This design comes from an exercise in tuning for small area and a short achievable clock period on the open sky130 flow, not from production work. The RTL was checked by simulation tests, not by an equivalence proof against the original design. Power and IR drop assume default switching activity.

== rev 12 ==
## Median_Filter
module Median_Filter#
  (parameter row = 554, col = 430)
  (input            clk,
  input signed[31:0]pixel,
  input       [7:0] data_in_0, data_in_1, data_in_2,
  input       [7:0] data_in_3, data_in_4, data_in_5,
  input       [7:0] data_in_6, data_in_7, data_in_8,
  output            done,
  output reg  [7:0]data_filtered);
  wire [17:0] p  = pixel[17:0];
  wire [16:0] q  = pixel[17:1];
  wire        p0 = pixel[0];
  wire p_lt_r;
  assign p_lt_r = (~p[17] & (~p[16] & (~p[15] & (~p[14] & (~p[13] & (~p[12] & (~p[11] & (~p[10] & (~p[9] | (~p[8] & (~p[7] & (~p[6] & (~p[5] | (~p[4] & (~p[3] | (~p[2] & ~p[1]))))))))))))))));
  wire p_lt_last;
  assign p_lt_last = (~p[17] | (~p[16] | (~p[15] | (~p[14] & (~p[13] | (~p[12] & (~p[11] & (~p[10] & (~p[9] & (~p[8] & (~p[7] & (~p[6] | (~p[5] | (~p[4] & (~p[3] & (~p[2] & ~p[1]))))))))))))))));
  wire in_img;
  mf_bound u_bound (.p(pixel), .done(done), .in_img(in_img));
  wire col_edge = in_img & (p_lt_r | ~p_lt_last);
  wire [14:0] nq = ~q[14:0];
  wire np0 = ~p0;
  wire ry1;
  mf_and2 u_and21 (.a(q[0]), .b(np0), .y(ry1));
  wire ry2;
  mf_maj u_maj2 (.a(q[1]), .b(np0), .c(ry1), .y(ry2));
  wire ry3;
  mf_maj u_maj3 (.a(q[2]), .b(nq[0]), .c(ry2), .y(ry3));
  wire ry4;
  mf_xnor2 u_xnor24 (.a(q[3]), .b(nq[1]), .y(ry4));
  wire ry5;
  mf_or2 u_or25 (.a(q[3]), .b(nq[1]), .y(ry5));
  wire ry6;
  mf_and2 u_and26 (.a(ry4), .b(ry3), .y(ry6));
  wire rs7, rco7;
  mf_fa u_fa7 (.a(q[4]), .b(nq[2]), .c(ry5), .s(rs7), .co(rco7));
  wire ry8;
  mf_and2 u_and28 (.a(rs7), .b(ry6), .y(ry8));
  wire ry9;
  mf_xnor2 u_xnor29 (.a(q[5]), .b(nq[3]), .y(ry9));
  wire ry10;
  mf_or2 u_or210 (.a(q[5]), .b(nq[3]), .y(ry10));
  wire ry11;
  mf_maj u_maj11 (.a(ry9), .b(rco7), .c(ry8), .y(ry11));
  wire rs12, rco12;
  mf_fa u_fa12 (.a(q[6]), .b(q[0]), .c(p0), .s(rs12), .co(rco12));
  wire rs13, rco13;
  mf_fa u_fa13 (.a(nq[4]), .b(ry10), .c(rs12), .s(rs13), .co(rco13));
  wire ry14;
  ...
clock: 32.0 ns
lec_check: 0
cap_margin: 20
core_margin: 2
core_utilization: 60
cts_buf_list: sky130_fd_sc_hd__clkbuf_2
slew_margin: 20
standard.sh (not shown) runs the stock make flow with config.mk's settings and CLKGATE_MAP_FILE= SYNTH_SCRIPT=/design/flow/synth_recipe.tcl, a recipe that flattens the netlist after the stock synthesis.
==> flow/flow/run.sh <==
#!/bin/bash
# Own layout flow: the standard ORFS flow with these changes:
#  2. ports are buffered with sky130_fd_sc_hd__buf_1.
# Each tool's output goes to a log file in the work folder.
set -euo pipefail
W=$(pwd)
export MF_FLOW="$W/flow"
export BUFFER_PORTS_ARGS="-buffer_cell sky130_fd_sc_hd__buf_1"
make -C "$FLOW_HOME" DESIGN_CONFIG="$W/config.mk" WORK_HOME="$W/orfs" CLKGATE_MAP_FILE= \
  SYNTH_SCRIPT="$W/flow/synth.tcl" synth > "$W/synth.log" 2>&1
bash "$W/standard.sh" > "$W/layout.log" 2>&1
test -f "$W/out/final.def"
Other scripts of this flow, unchanged in this note and not shown: flow/flow/area.abc, flow/flow/cells_map.v, flow/flow/synth.tcl
Rev 12: PASS, flow complete, no timing, DRC or antenna violations
Inputs modified between rev 12 and rev 13:
- changing CORE_UTILIZATION from 60 to 30
--- outcome ---
- Area: rev 13 vs rev 12 -> rev 13 larger
- Rev 13 and rev 12 ended up with roughly the same post-route clock period utilization.
- On number of buffer and inverter stages on the critical path, rev 13 tracks rev 12 almost exactly.
- Actual slew at the worst max-slew pin up 0.018 ns in rev 13 wrt rev 12
- Rev 12 → rev 13: sum of internal, switching and leakage power higher; total number of tap cells higher.
- In the metrics for rev 13 and rev 12, the one carrying the higher via count is rev 13.
- Fraction of met1 tracks used by global routing is higher on rev 12
- Diff rev 12 -> rev 13: utilization lost 35 points, detailed-route wire length shows an increase of 17%.


v6:
The RTL this note starts from:
==> flow/design.v <==
module Median_Filter#
  (parameter row = 554, col = 430)
  (input            clk,
  input signed[31:0]pixel,
  input       [7:0] data_in_0, data_in_1, data_in_2,
  input       [7:0] data_in_3, data_in_4, data_in_5,
  input       [7:0] data_in_6, data_in_7, data_in_8,
  output            done,
  output reg  [7:0]data_filtered);
  wire [17:0] p  = pixel[17:0];
  wire [16:0] q  = pixel[17:1];
  wire        p0 = pixel[0];
  wire p_lt_r;
  assign p_lt_r = (~p[17] & (~p[16] & (~p[15] & (~p[14] & (~p[13] & (~p[12] & (~p[11] & (~p[10] & (~p[9] | (~p[8] & (~p[7] & (~p[6] & (~p[5] | (~p[4] & (~p[3] | (~p[2] & ~p[1]))))))))))))))));
  wire p_lt_last;
  assign p_lt_last = (~p[17] | (~p[16] | (~p[15] | (~p[14] & (~p[13] | (~p[12] & (~p[11] & (~p[10] & (~p[9] & (~p[8] & (~p[7] & (~p[6] | (~p[5] | (~p[4] & (~p[3] & (~p[2] & ~p[1]))))))))))))))));
  wire in_img;
  mf_bound u_bound (.p(pixel), .done(done), .in_img(in_img));
  wire col_edge = in_img & (p_lt_r | ~p_lt_last);
  wire [14:0] nq = ~q[14:0];
  wire np0 = ~p0;
  wire ry1;
  mf_and2 u_and21 (.a(q[0]), .b(np0), .y(ry1));
  wire ry2;
  mf_maj u_maj2 (.a(q[1]), .b(np0), .c(ry1), .y(ry2));
  wire ry3;
  mf_maj u_maj3 (.a(q[2]), .b(nq[0]), .c(ry2), .y(ry3));
  wire ry4;
  mf_xnor2 u_xnor24 (.a(q[3]), .b(nq[1]), .y(ry4));
  wire ry5;
  mf_or2 u_or25 (.a(q[3]), .b(nq[1]), .y(ry5));
  wire ry6;
  mf_and2 u_and26 (.a(ry4), .b(ry3), .y(ry6));
  wire rs7, rco7;
  mf_fa u_fa7 (.a(q[4]), .b(nq[2]), .c(ry5), .s(rs7), .co(rco7));
  wire ry8;
  mf_and2 u_and28 (.a(rs7), .b(ry6), .y(ry8));
  wire ry9;
  mf_xnor2 u_xnor29 (.a(q[5]), .b(nq[3]), .y(ry9));
  wire ry10;
  mf_or2 u_or210 (.a(q[5]), .b(nq[3]), .y(ry10));
  wire ry11;
  mf_maj u_maj11 (.a(ry9), .b(rco7), .c(ry8), .y(ry11));
  wire rs12, rco12;
  mf_fa u_fa12 (.a(q[6]), .b(q[0]), .c(p0), .s(rs12), .co(rco12));
  wire rs13, rco13;
  mf_fa u_fa13 (.a(nq[4]), .b(ry10), .c(rs12), .s(rs13), .co(rco13));
  wire ry14;
  mf_and2 u_and214 (.a(rs13), .b(ry11), .y(ry14));
  wire rs15, rco15;
  mf_fa u_fa15 (.a(q[7]), .b(q[1]), .c(nq[5]), .s(rs15), .co(rco15));
  wire rs16, rco16;
  mf_fa u_fa16 (.a(rco12), .b(rs15), .c(rco13), .s(rs16), .co(rco16));
  wire ry17;
  mf_and2 u_and217 (.a(rs16), .b(ry14), .y(ry17));
  wire rs18, rco18;
  mf_fa u_fa18 (.a(q[8]), .b(q[2]), .c(nq[6]), .s(rs18), .co(rco18));
  wire rs19, rco19;
  mf_fa u_fa19 (.a(rco15), .b(rs18), .c(rco16), .s(rs19), .co(rco19));
  wire ry20;
  mf_and2 u_and220 (.a(rs19), .b(ry17), .y(ry20));
  wire rs21, rco21;
  mf_fa u_fa21 (.a(q[9]), .b(q[3]), .c(nq[7]), .s(rs21), .co(rco21));
  wire rs22, rco22;
  mf_fa u_fa22 (.a(nq[0]), .b(np0), .c(rco18), .s(rs22), .co(rco22));
  wire rs23, rco23;
  mf_fa u_fa23 (.a(rs21), .b(rs22), .c(rco19), .s(rs23), .co(rco23));
  wire rs24, rco24;
  mf_fa u_fa24 (.a(q[10]), .b(q[4]), .c(nq[8]), .s(rs24), .co(rco24));
  wire rs25, rco25;
  mf_fa u_fa25 (.a(nq[1]), .b(rco21), .c(rs24), .s(rs25), .co(rco25));
  wire rs26, rco26;
  mf_fa u_fa26 (.a(rco22), .b(rs25), .c(rco23), .s(rs26), .co(rco26));
  wire rs27, rco27;
  mf_fa u_fa27 (.a(q[11]), .b(q[5]), .c(q[0]), .s(rs27), .co(rco27));
  wire rs28, rco28;
  mf_fa u_fa28 (.a(p0), .b(nq[9]), .c(nq[2]), .s(rs28), .co(rco28));
  wire rs29, rco29;
  mf_fa u_fa29 (.a(rs27), .b(rco24), .c(rs28), .s(rs29), .co(rco29));
  wire rs30, rco30;
  mf_fa u_fa30 (.a(rco25), .b(rs29), .c(rco26), .s(rs30), .co(rco30));
  wire rs31, rco31;
  mf_fa u_fa31 (.a(q[12]), .b(q[6]), .c(q[1]), .s(rs31), .co(rco31));
  wire rs32, rco32;
  mf_fa u_fa32 (.a(nq[10]), .b(nq[3]), .c(rco27), .s(rs32), .co(rco32));
  wire rs33, rco33;
  mf_fa u_fa33 (.a(rs31), .b(rco28), .c(rs32), .s(rs33), .co(rco33));
  wire rs34, rco34;
  mf_fa u_fa34 (.a(rco29), .b(rs33), .c(rco30), .s(rs34), .co(rco34));
  wire rs35, rco35;
  mf_fa u_fa35 (.a(q[13]), .b(q[7]), .c(q[2]), .s(rs35), .co(rco35));
  wire rs36, rco36;
  mf_fa u_fa36 (.a(nq[11]), .b(nq[4]), .c(rco31), .s(rs36), .co(rco36));
  wire rs37, rco37;
  mf_fa u_fa37 (.a(rs35), .b(rco32), .c(rs36), .s(rs37), .co(rco37));
  wire rs38, rco38;
  mf_fa u_fa38 (.a(rco33), .b(rs37), .c(rco34), .s(rs38), .co(rco38));
  wire rs39, rco39;
  mf_fa u_fa39 (.a(q[14]), .b(q[8]), .c(q[3]), .s(rs39), .co(rco39));
  wire rs40, rco40;
  mf_fa u_fa40 (.a(q[0]), .b(p0), .c(nq[12]), .s(rs40), .co(rco40));
  wire rs41, rco41;
  mf_fa u_fa41 (.a(nq[5]), .b(rco35), .c(rs39), .s(rs41), .co(rco41));
  wire rs42, rco42;
  mf_fa u_fa42 (.a(rs40), .b(rco36), .c(rs41), .s(rs42), .co(rco42));
  wire rs43, rco43;
  mf_fa u_fa43 (.a(rco37), .b(rs42), .c(rco38), .s(rs43), .co(rco43));
  wire rs44, rco44;
  mf_fa u_fa44 (.a(q[15]), .b(q[9]), .c(q[4]), .s(rs44), .co(rco44));
  wire rs45, rco45;
  mf_fa u_fa45 (.a(q[1]), .b(nq[13]), .c(nq[6]), .s(rs45), .co(rco45));
  wire rs46, rco46;
  mf_fa u_fa46 (.a(rco39), .b(rs44), .c(rco40), .s(rs46), .co(rco46));
  wire rs47, rco47;
  mf_fa u_fa47 (.a(rs45), .b(rco41), .c(rs46), .s(rs47), .co(rco47));
  wire rs48, rco48;
  mf_fa u_fa48 (.a(rco42), .b(rs47), .c(rco43), .s(rs48), .co(rco48));
  wire rt48 = q[16] ^ q[10] ^ q[5];
  wire rt49 = q[2] ^ nq[14] ^ nq[7];
  wire rt50 = rco44 ^ rt48 ^ rco45;
  wire rt51 = rt49 ^ rco46 ^ rt50;
  wire rt52 = rco47 ^ rt51 ^ rco48;
  wire row_mult_ok = (ry20 & rs23 & rs26 & rs30 & rs34 & rs38 & rs43 & rs48 & rt52) | ~(ry20 | rs23 | rs26 | rs30 | rs34 | rs38 | rs43 | rs48 | rt52);
  wire row_edge = in_img & row_mult_ok;
  wire [7:0] m0n, m1n, m2n, res;
  mf_med3n u_m0 (.a(data_in_0), .b(data_in_1), .c(data_in_2), .force_b(col_edge), .yn(m0n));
  mf_med3n u_m1 (.a(data_in_3), .b(data_in_4), .c(data_in_5), .force_b(col_edge), .yn(m1n));
  mf_med3n u_m2 (.a(data_in_6), .b(data_in_7), .c(data_in_8), .force_b(col_edge), .yn(m2n));
  mf_med3n u_mf (.a(m0n), .b(m1n), .c(m2n), .force_b(row_edge), .yn(res));
  always @(posedge clk)
    data_filtered <= res;
endmodule
module mf_med3n
  (input  [7:0] a, b, c,
   input        force_b,
   output [7:0] yn);
  function gt8;
    input [7:0] a, b;
    integer i;
    begin
      gt8 = 1'b0;
      for (i = 0; i < 8; i = i + 1)
        gt8 = (a[i] ^ b[i]) ? a[i] : gt8;
    end
  endfunction
  wire gab = gt8(a, b);
  wire gbc = gt8(b, c);
  wire gac = gt8(a, c);
  wire sb = ~(gab ^ gbc) | force_b;
  wire sa = ~sb & (gab ^ gac);
  wire sc = ~sb & ~(gab ^ gac);
  genvar i;
  generate
    for (i = 0; i < 8; i = i + 1) begin : g_sel
      mf_aoi222 u_sel (.a1(sa), .a2(a[i]), .b1(sb), .b2(b[i]), .c1(sc), .c2(c[i]), .y(yn[i]));
    end
  endgenerate
endmodule
module mf_bound (input [31:0] p, output done, in_img);
  wire past = (|p[30:18]) | (p[17:0] >= 18'd238220);
  assign done   = ~p[31] & past;
  assign in_img = ~p[31] & ~past;
endmodule
module mf_fa (input a, b, c, output s, co);
  assign s  = a ^ b ^ c;
  assign co = (a & b) | (a & c) | (b & c);
endmodule
module mf_ha (input a, b, output s, co);
  assign s  = a ^ b;
  assign co = a & b;
endmodule
module mf_and2 (input a, b, output y);
  assign y = a & b;
endmodule
module mf_or2 (input a, b, output y);
  assign y = a | b;
endmodule
module mf_xnor2 (input a, b, output y);
  assign y = ~(a ^ b);
endmodule
module mf_xor2 (input a, b, output y);
  assign y = a ^ b;
endmodule
module mf_maj (input a, b, c, output y);
  assign y = (a & b) | (a & c) | (b & c);
endmodule
module mf_aoi222
  (input a1, a2, b1, b2, c1, c2,
   output y);
  assign y = ~((a1 & a2) | (b1 & b2) | (c1 & c2));
endmodule
export LEC_CHECK = 0
export CAP_MARGIN = 20
export CORE_MARGIN = 2
export CORE_UTILIZATION = 40
export CTS_BUF_LIST = sky130_fd_sc_hd__clkbuf_2
export SLEW_MARGIN = 20
create_clock -name core_clock -period 32.0 [get_ports {clk}]
==> flow/flow/cells_map.v <==
// Hand mapping of the design's leaf modules onto library cells.
module mf_aoi222 (input a1, a2, b1, b2, c1, c2, output y);
  sky130_fd_sc_hd__a222oi_1 _TECHMAP_REPLACE_ (.A1(a1), .A2(a2), .B1(b1), .B2(b2), .C1(c1), .C2(c2), .Y(y));
endmodule
module mf_fa (input a, b, c, output s, co);
  sky130_fd_sc_hd__fa_1 _TECHMAP_REPLACE_ (.A(a), .B(b), .CIN(c), .SUM(s), .COUT(co));
endmodule
module mf_ha (input a, b, output s, co);
  sky130_fd_sc_hd__ha_1 _TECHMAP_REPLACE_ (.A(a), .B(b), .SUM(s), .COUT(co));
endmodule
module mf_maj (input a, b, c, output y);
  sky130_fd_sc_hd__maj3_1 _TECHMAP_REPLACE_ (.A(a), .B(b), .C(c), .X(y));
endmodule
// done = ~p[31] & past, in_img = ~p[31] & ~past, with
// past = (p[30:18] != 0 | p[17:0] >= 238220), as a four-level gate network:
// past = o1 | o2 | t1 | t34 | t5 with
//   o1 | o2 = p[30:18] != 0,  e0 = p17 p16 p15,  t1 = e0 p14,
//   t34 = e0 p13 (p12 | p11 | p10 | p9 p8),
//   t5 = e0 p13 p9 p7 (p6 | p5 | p4 | p3 p2)
module mf_bound (input [31:0] p, output done, in_img);
  wire c32, r2, r3, x13, t1n, g98n, g97n, n1, n2, n3, n4, n5;
  wire w, y, f7, o1, o2, t5n, v1, v2;
  sky130_fd_sc_hd__nand2_1 g_c32 (.A(p[3]), .B(p[2]), .Y(c32));
  sky130_fd_sc_hd__nor3_1  g_r2  (.A(p[6]), .B(p[5]), .C(p[4]), .Y(r2));
  sky130_fd_sc_hd__nor3_1  g_r3  (.A(p[12]), .B(p[11]), .C(p[10]), .Y(r3));
  sky130_fd_sc_hd__nand4_1 g_x13 (.A(p[17]), .B(p[16]), .C(p[15]), .D(p[13]), .Y(x13));
  sky130_fd_sc_hd__nand4_1 g_t1n (.A(p[17]), .B(p[16]), .C(p[15]), .D(p[14]), .Y(t1n));
  sky130_fd_sc_hd__nand2_1 g_g98 (.A(p[9]), .B(p[8]), .Y(g98n));
  sky130_fd_sc_hd__nand2_1 g_g97 (.A(p[9]), .B(p[7]), .Y(g97n));
  sky130_fd_sc_hd__nor3_1  g_n1  (.A(p[18]), .B(p[19]), .C(p[20]), .Y(n1));
  sky130_fd_sc_hd__nor3_1  g_n2  (.A(p[21]), .B(p[22]), .C(p[23]), .Y(n2));
  sky130_fd_sc_hd__nor3_1  g_n3  (.A(p[24]), .B(p[25]), .C(p[26]), .Y(n3));
  sky130_fd_sc_hd__nor2_1  g_n4  (.A(p[27]), .B(p[28]), .Y(n4));
  sky130_fd_sc_hd__nor2_1  g_n5  (.A(p[29]), .B(p[30]), .Y(n5));
  sky130_fd_sc_hd__nand2_1 g_w   (.A(r2), .B(c32), .Y(w));
  sky130_fd_sc_hd__nand2_1 g_y   (.A(r3), .B(g98n), .Y(y));
  sky130_fd_sc_hd__nor2_1  g_f7  (.A(x13), .B(g97n), .Y(f7));
  sky130_fd_sc_hd__nand3_1 g_o1  (.A(n1), .B(n2), .C(n3), .Y(o1));
  sky130_fd_sc_hd__nand2_1 g_o2  (.A(n4), .B(n5), .Y(o2));
  sky130_fd_sc_hd__nand2_1 g_t5n (.A(f7), .B(w), .Y(t5n));
  sky130_fd_sc_hd__nor3b_1 g_v1  (.A(o1), .B(o2), .C_N(t1n), .Y(v1));
  sky130_fd_sc_hd__nand2b_1 g_v2 (.A_N(x13), .B(y), .Y(v2));
  sky130_fd_sc_hd__a31oi_1 g_done (.A1(v1), .A2(v2), .A3(t5n), .B1(p[31]), .Y(done));
  sky130_fd_sc_hd__and4b_1 g_in  (.A_N(p[31]), .B(v1), .C(v2), .D(t5n), .X(in_img));
endmodule
module mf_and2 (input a, b, output y);
  sky130_fd_sc_hd__and2_0 _TECHMAP_REPLACE_ (.A(a), .B(b), .X(y));
endmodule
module mf_or2 (input a, b, output y);
  sky130_fd_sc_hd__or2_0 _TECHMAP_REPLACE_ (.A(a), .B(b), .X(y));
endmodule
module mf_xor2 (input a, b, output y);
  sky130_fd_sc_hd__xor2_1 _TECHMAP_REPLACE_ (.A(a), .B(b), .X(y));
endmodule
module mf_xnor2 (input a, b, output y);
  sky130_fd_sc_hd__xnor2_1 _TECHMAP_REPLACE_ (.A(a), .B(b), .Y(y));
endmodule
Scripts as last shown in full above: flow/flow/run.sh
Other scripts of this flow, unchanged in this note and not shown: flow/flow/area.abc, flow/flow/synth.tcl
v6 completed every stage of the flow, and the final layout passed the timing, design-rule and antenna checks.
Here is what was changed in the inputs of v7 compared with v6.
==> flow/flow/cells_map.v <==
// Hand mapping of the design's leaf modules onto library cells.
module mf_aoi222 (input a1, a2, b1, b2, c1, c2, output y);
  sky130_fd_sc_hd__a222oi_1 _TECHMAP_REPLACE_ (.A1(a1), .A2(a2), .B1(b1), .B2(b2), .C1(c1), .C2(c2), .Y(y));
endmodule
module mf_fa (input a, b, c, output s, co);
  sky130_fd_sc_hd__fa_1 _TECHMAP_REPLACE_ (.A(a), .B(b), .CIN(c), .SUM(s), .COUT(co));
endmodule
module mf_ha (input a, b, output s, co);
  sky130_fd_sc_hd__ha_1 _TECHMAP_REPLACE_ (.A(a), .B(b), .SUM(s), .COUT(co));
endmodule
module mf_maj (input a, b, c, output y);
  sky130_fd_sc_hd__maj3_1 _TECHMAP_REPLACE_ (.A(a), .B(b), .C(c), .X(y));
endmodule
// done = ~p[31] & past, in_img = ~p[31] & ~past, with
// past = (p[30:18] != 0 | p[17:0] >= 238220), as a shallow gate network:
// past = o1 | o2 | t1 | t2 | f & h with
//   o1 | o2 = p[30:18] != 0,  e0 = p17 p16 p15,  t1 = e0 p14,
//   t2 = e0 p13 (p12 | p11 | p10),  f = e0 p13 p9,
//   h = p8 | p7 (p6 | p5 | p4 | p3 p2)
module mf_bound (input [31:0] p, output done, in_img);
  wire e0n, fn, r3, r2, c32, n1, n2, n3, n4, n5, p8n;
  wire o1, o2, t1, t2, w, f, k, a1, a2, h, a, g;
  sky130_fd_sc_hd__nand3_1 g_e0n (.A(p[17]), .B(p[16]), .C(p[15]), .Y(e0n));
  sky130_fd_sc_hd__nand2_1 g_fn  (.A(p[13]), .B(p[9]), .Y(fn));
  sky130_fd_sc_hd__nor3_1  g_r3  (.A(p[12]), .B(p[11]), .C(p[10]), .Y(r3));
  sky130_fd_sc_hd__nor3_1  g_r2  (.A(p[6]), .B(p[5]), .C(p[4]), .Y(r2));
  sky130_fd_sc_hd__nand2_1 g_c32 (.A(p[3]), .B(p[2]), .Y(c32));
  sky130_fd_sc_hd__nor3_1  g_n1  (.A(p[18]), .B(p[19]), .C(p[20]), .Y(n1));
  sky130_fd_sc_hd__nor3_1  g_n2  (.A(p[21]), .B(p[22]), .C(p[23]), .Y(n2));
  sky130_fd_sc_hd__nor3_1  g_n3  (.A(p[24]), .B(p[25]), .C(p[26]), .Y(n3));
  sky130_fd_sc_hd__nor2_1  g_n4  (.A(p[27]), .B(p[28]), .Y(n4));
  sky130_fd_sc_hd__nor2_1  g_n5  (.A(p[29]), .B(p[30]), .Y(n5));
  sky130_fd_sc_hd__inv_1   g_p8n (.A(p[8]), .Y(p8n));
  sky130_fd_sc_hd__nand3_1 g_o1  (.A(n1), .B(n2), .C(n3), .Y(o1));
  sky130_fd_sc_hd__nand2_1 g_o2  (.A(n4), .B(n5), .Y(o2));
  sky130_fd_sc_hd__nor2b_1 g_t1  (.A(e0n), .B_N(p[14]), .Y(t1));
  sky130_fd_sc_hd__nor3b_1 g_t2  (.A(e0n), .B(r3), .C_N(p[13]), .Y(t2));
  sky130_fd_sc_hd__nand2_1 g_w   (.A(r2), .B(c32), .Y(w));
  sky130_fd_sc_hd__nor2_1  g_f   (.A(e0n), .B(fn), .Y(f));
  sky130_fd_sc_hd__nand2_1 g_k   (.A(p[7]), .B(w), .Y(k));
  sky130_fd_sc_hd__nor2_1  g_a1  (.A(o1), .B(o2), .Y(a1));
  sky130_fd_sc_hd__nor2_1  g_a2  (.A(t1), .B(t2), .Y(a2));
  sky130_fd_sc_hd__nand2_1 g_h   (.A(p8n), .B(k), .Y(h));
  sky130_fd_sc_hd__nand2_1 g_a   (.A(a1), .B(a2), .Y(a));
  sky130_fd_sc_hd__a21oi_1 g_g   (.A1(f), .A2(h), .B1(a), .Y(g));
  sky130_fd_sc_hd__nor2_1  g_done (.A(p[31]), .B(g), .Y(done));
  sky130_fd_sc_hd__nor2b_1 g_in  (.A(p[31]), .B_N(g), .Y(in_img));
endmodule
module mf_and2 (input a, b, output y);
  sky130_fd_sc_hd__and2_0 _TECHMAP_REPLACE_ (.A(a), .B(b), .X(y));
endmodule
module mf_or2 (input a, b, output y);
  sky130_fd_sc_hd__or2_0 _TECHMAP_REPLACE_ (.A(a), .B(b), .X(y));
endmodule
module mf_xor2 (input a, b, output y);
  sky130_fd_sc_hd__xor2_1 _TECHMAP_REPLACE_ (.A(a), .B(b), .X(y));
endmodule
module mf_xnor2 (input a, b, output y);
  sky130_fd_sc_hd__xnor2_1 _TECHMAP_REPLACE_ (.A(a), .B(b), .Y(y));
endmodule
Notes after the runs:
For fraction of power consumed by sequential logic, v6 and v7 come out practically identical.
Changes observed in v7 relative to v6: global-route wire length before repair shrank by about 1.5%; total met3 wirelength after detailed routing grew by 64 um; synthesized area divided by synthesized cell count shrank by 0.052 sq um; buffer share of cell area held steady; total routed wirelength held steady.
Period utilization delta for v7 relative to v6: 0.19 points higher
Delta (v7 minus v6): die outline width held steady; total power saw little to no change; critical path depth +2; met2 routing resource usage after global routing saw a decrease.

[port drivers added, routing unchanged]
The results above use ideal ports. As a check the final layouts listed here were re-extracted and re-timed, cells and wires unchanged.
Step 1 assumes that a clkbuf_16 drives the clock port and a buf_2 every other input.
Step 2 adds t to the input delays and takes it off the output delays; t is the mean of the earliest and latest rising clock arrival at the registers after step 1. Input paths then give back, and output paths get back, about the clock's delay inside the block.
Three values: ideal, step 1, step 2; two values: the first two.
| run | t (ns) | setup WS [ns] | latest minus earliest clock arrival (ns) |
|---|---|---|---|
| rev 12 | 0.247 | 18.281 / 18.260 / 18.260 | 0.004 / 0.004 |
| rev 13 | 0.265 | 18.261 / 18.241 / 18.241 | 0.014 / 0.014 |
| v6 | 0.242 | 18.262 / 18.241 / 18.241 | 0.004 / 0.003 |
| v7 | 0.249 | 18.202 / 18.179 / 18.179 | 0.005 / 0.005 |
After both steps every run listed still meets setup and hold. For v7, which loses most, drivers alone change the setup slack by -0.023 ns; drivers and shift together by -0.023 ns.
